From an optimization exercise on the open Yosys and OpenROAD flow, aimed at small area; shortcuts taken in it are not production practice. Function was checked by simulation only, so behaviour that the tests miss may differ from the original. Power and IR drop assume default switching activity.

## onyx
## kof_top
module kof_top(input wire clk, input wire rst, input wire [3:0] btn, input wire ps2d, ps2c,
			input wire [7:0] sw, output wire [3:0] an, output wire [7:0] segment,
			output wire hsync, vsync, output wire [2:0] rgb);
For scale: about 1200 cells after synthesis, about 33 I/O pins, ~8500 um2 of cells after synthesis.
export LEC_CHECK = 0
export CAP_MARGIN = 20
export CORE_MARGIN = 2
export CORE_UTILIZATION = 60
export SLEW_MARGIN = 20
export SYNTH_MEMORY_MAX_BITS = 131072
create_clock -name core_clock -period 20.0 [get_ports {clk}]
standard.sh (not shown) runs the stock make flow with config.mk's settings and CLKGATE_MAP_FILE= SYNTH_SCRIPT=/design/flow/synth_recipe.tcl, a recipe that flattens the netlist after the stock synthesis.
==> flow/flow/run.sh <==
#!/bin/bash
# Standard synthesis; then the combinational logic is re-mapped for area with a stronger ABC
# script (registers, their names and cell types are kept): a few deepsyn seeds run in
# parallel, each result is mapped a few ways, and the smallest netlist is kept. Then the
# standard layout flow, with small port buffers and a clock tree without dummy loads.
set -euo pipefail
LIB=$FLOW_HOME/platforms/sky130hd/lib/sky130_fd_sc_hd__tt_025C_1v80.lib
RES=orfs/results/sky130hd/kof_top/base
T=${DEEPSYN_T:-300}
W=$PWD
bash standard.sh synth > synth.log 2>&1
cp $RES/1_2_yosys.v std_synth.v
python3 flow/mk_techmap.py $LIB > cells_comb.v
DU=$(sed -n '/DONT_USE_CELLS/,/^$/p' $FLOW_HOME/platforms/sky130hd/config.mk | grep -o "sky130_fd_sc_hd__[a-z0-9_]*" | sed 's/^/-dont_use /' | tr '\n' ' ')
remap() {  # remap NAME SCRIPT
  cat > remap_$1.ys <<EOS
read_liberty -lib $LIB
read_verilog std_synth.v
hierarchy -check -top kof_top
techmap -map cells_comb.v
techmap
opt -purge
abc -liberty $LIB $DU -script $2
splitnets
opt_clean -purge
hilomap -singleton -hicell sky130_fd_sc_hd__conb_1 HI -locell sky130_fd_sc_hd__conb_1 LO
insbuf -buf sky130_fd_sc_hd__buf_4 A X
opt_clean -purge
tee -o remap_stat_$1.txt stat -liberty $LIB
write_verilog -noattr -nohex -nodec remap_$1.v
EOS
  yosys -s remap_$1.ys > remap_$1.log 2>&1 || true
}
for S in 0 1 2 3; do
  printf 'strash\n&get -n\n&deepsyn -T %s -S %s\n&put\nwrite_blif %s/deep_%s.blif\ndch -f\namap\n' $T $S $W $S > s${S}_a.abc
  remap s${S}_a s${S}_a.abc &
done
wait
for S in 0 1 2 3; do
  printf 'read_blif %s/deep_%s.blif\nstrash\namap\n' $W $S > s${S}_b.abc
  printf 'read_blif %s/deep_%s.blif\nstrash\namap -F 5 -A 5\n' $W $S > s${S}_c.abc
  printf 'read_blif %s/deep_%s.blif\nstrash\ndch -f\namap -F 5 -A 5\n' $W $S > s${S}_d.abc
  for V in b c d; do remap s${S}_$V s${S}_$V.abc & done
done
wait
grep 'Chip area' remap_stat_*.txt > remap_areas.txt || true
BEST=$(for f in remap_stat_*.txt; do a=$(grep 'Chip area' $f | awk '{print $NF}'); n=${f#remap_stat_}; n=${n%.txt}; [ -n "$a" ] && [ -s remap_$n.v ] && echo "$a $n"; done | sort -g | head -1 | awk '{print $2}')
echo "best $BEST" >> remap_areas.txt
cp remap_$BEST.v $RES/1_2_yosys.v
rm -f $RES/1_synth.odb $RES/1_synth.sdc
bash standard.sh BUFFER_PORTS_ARGS="-buffer_cell sky130_fd_sc_hd__buf_1" \
  CTS_ARGS="-sink_clustering_enable -repair_clock_nets -dont_use_dummy_load -buf_list sky130_fd_sc_hd__clkbuf_8" finish > finish.log 2>&1
Other scripts of this flow, unchanged in this note and not shown: flow/flow/mk_techmap.py
For xenon, these inputs were changed with respect to onyx:
--- a/flow/design.v
+++ b/flow/design.v
@@ -3435,23 +3435,25 @@
 	wire tzero = (t1 == 3'd0) && (t0 == 4'd0);
 	reg [18:0] c1s;
 	wire sec = (c1s == 19'h0fbf1);
 	always @(posedge clk)
 		if (greset | sec) c1s <= 19'd0;
 		else c1s <= {c1s[17:0], ~(c1s[18] ^ c1s[17])};
 	wire c1p = R[3] | (R[2] ? (b1L <= 4'd10) : (b1L == 4'd0));
 	wire c2p = R[1] | (R[0] ? (b2L <= 4'd10) : (b2L == 4'd0));
 	wire [3:0] b1 = pr ? 4'd15 : ~pdm ? b1L : c1p ? 4'd0 : R[2] ? b1L - 4'd10 : b1L;
 	wire [3:0] b2 = pr ? 4'd15 : ~pdm ? b2L : c2p ? 4'd0 : R[0] ? b2L - 4'd10 : b2L;
+	wire [3:0] b1v = pr ? 4'd15 : b1L;
+	wire [3:0] b2v = pr ? 4'd15 : b2L;
 	wire dmg = (hv == 3'd0);
-	wire c1 = (dmg & R[3]) | ((dmg & R[2]) ? (b1 <= 4'd10) : (b1 == 4'd0));
-	wire c2 = (dmg & R[1]) | ((dmg & R[0]) ? (b2 <= 4'd10) : (b2 == 4'd0));
+	wire c1 = (dmg & R[3]) | ((dmg & R[2]) ? (b1v <= 4'd10) : (b1v == 4'd0));
+	wire c2 = (dmg & R[1]) | ((dmg & R[0]) ? (b2v <= 4'd10) : (b2v == 4'd0));
 	always @(posedge clk) begin
 		pr <= greset;
 		pdec <= ~greset & gs_run & ~tzero & sec;
 		pdm <= ~greset & frame & gs_run & dmg;
 		t1L <= t1; t0L <= t0;
 		b1L <= b1; b2L <= b2;
 	end
 	always @(posedge clk)
 		if (greset) begin
 			timeout <= 1'b0; over <= 1'b0;
@@ -3614,39 +3616,39 @@
 	spr_p2x sx(.a(a2), .f(f2), .row(ry[5:2]), .col(dxs[5:2]), .q(qx));
 	reg [1:0] q1r;
 	always @(posedge clk) q1r <= s_on ? qb : 2'b11;
 	wire [1:0] q1 = q1r;
 	wire [1:0] q2 = {qb[0], qb[1]} ^ qx;
 	wire p1_vis = (q1 != 2'b11);
 	wire p2_vis = s_on && (q2 != 2'b11);
 	wire bar_y = (vc >= 10'd10) && (vc <= 10'd60);
 	wire p1bar = bar_y && (hc >= 10'd10) && (hc <= 10'd210);
 	wire p2bar = bar_y && (hc >= 10'd330) && (hc <= 10'd530);
-	wire red1 = (hc <= 10'd10 + {5'd0, b1, 1'b0});
-	wire red2 = (hc >= 10'd530 - {5'd0, b2, 1'b0});
+	wire red1 = (hc <= 10'd10 + {5'd0, b1v, 1'b0});
+	wire red2 = (hc >= 10'd530 - {5'd0, b2v, 1'b0});
 	wire ground = (vc >= 10'd444);
 	reg [2:0] grgb;
 	always @(*)
 		if (p1_vis) grgb = {q1[1], q1[0], q1[0]};
 		else if (p2_vis) grgb = {q2[1], q2[1], q2[0]};
 		else if (p1bar) grgb = red1 ? 3'b100 : 3'b111;
 		else if (p2bar) grgb = red2 ? 3'b100 : 3'b111;
 		else if (ground) grgb = 3'b010;
 		else grgb = 3'b111;
 	wire [4:0] X5 = hc[9:5];
 	wire [4:0] Y5 = vc[9:5];
 	wire br_start = gs_start && (Y5 == 5'd4) && (X5 >= 5'd5) && (X5 <= 5'd9);
 	wire br_go = (gs == 2'd3) && (Y5 == 5'd4) && (X5 >= 5'd4) && (X5 <= 5'd12);
 	wire br_to = (gs == 2'd2) && (Y5 == 5'd4) && (X5 >= 5'd4) && (X5 <= 5'd10);
 	wire br_win = gs[1] && (Y5 == 5'd6) && (X5 >= 5'd5) && (X5 <= 5'd10);
 	wire br_time = (Y5 == 5'd1) && (X5 >= 5'd7) && (X5 <= 5'd8);
-	wire p1wins = (b2 == 4'd0);
+	wire p1wins = (b2v == 4'd0);
 	wire txt = br_start | br_go | br_to | br_win | br_time;
 	wire txt_real = br_start | br_go | br_to | (br_win & p1wins) | br_time;
 	wire [7:0] c0row = 8'b00011000;
 	wire tb_start, tb_go, tb_to, tb_win, tb_dig;
 	txt_start u_ts(.x(X5), .r(vc[4:2]), .c(hc[4:2]), .q(tb_start));
 	txt_go u_tg(.x(X5), .r(vc[4:2]), .c(hc[4:2]), .q(tb_go));
 	txt_to u_tt(.x(X5), .r(vc[4:2]), .c(hc[4:2]), .q(tb_to));
 	txt_win u_tw(.x(X5), .r(vc[4:2]), .c(hc[4:2]), .q(tb_win));
 	txt_digit u_td(.d((X5 == 5'd7) ? {1'b0, t1L} : t0L), .r(vc[4:2]), .c(hc[4:2]), .q(tb_dig));
 	wire tbit = br_start ? tb_start : br_go ? tb_go : br_to ? tb_to : (br_win & p1wins) ? tb_win :
Notes after the runs:
Changes observed in xenon relative to onyx: final-layout non-clock buffer area share fell 0.33 points; combinational gate power fell about 5%. Design area improves in xenon relative to onyx. onyx -> xenon: sequential cell count of the final layout delta 0, exact match. | clock network fraction of total power | xenon vs onyx | 0.3 points higher |. Post-detailed-placement half-perimeter wirelength: xenon lower than onyx. xenon against onyx; cell area after placement is down slightly.

-- afterwards: timing with drivers on the ports --
No port has a modelled driver above. Below, the same layouts with a new extraction and two added sets of constraints.
Step 1 (the two cells are an assumption about what drives the block):
set clk [get_ports {clk}]
set_driving_cell -lib_cell sky130_fd_sc_hd__clkbuf_16 $clk
set_driving_cell -lib_cell sky130_fd_sc_hd__buf_2 [delete_from_list [all_inputs] $clk]
Step 2 times the ports against the registers' clock, not the clock port: input delays grow and output delays shrink by t, the midpoint of the rising clock arrivals with the driver on.
Slacks: no drivers / after step 1 / after step 2; pairs: no drivers / after step 1.
run | shift t [ns] | setup slack, ns | hold WS [ns] | worst setup path at the end | clock arrival spread, ns
onyx | 0.488 | 13.145 / 13.105 / 13.153 | 0.428 / 0.428 / 0.428 | register to register | 0.030 / 0.030
xenon | 0.490 | 12.894 / 12.856 / 12.906 | 0.423 / 0.423 / 0.423 | register to register | 0.040 / 0.040
After both steps every run listed still meets setup and hold.
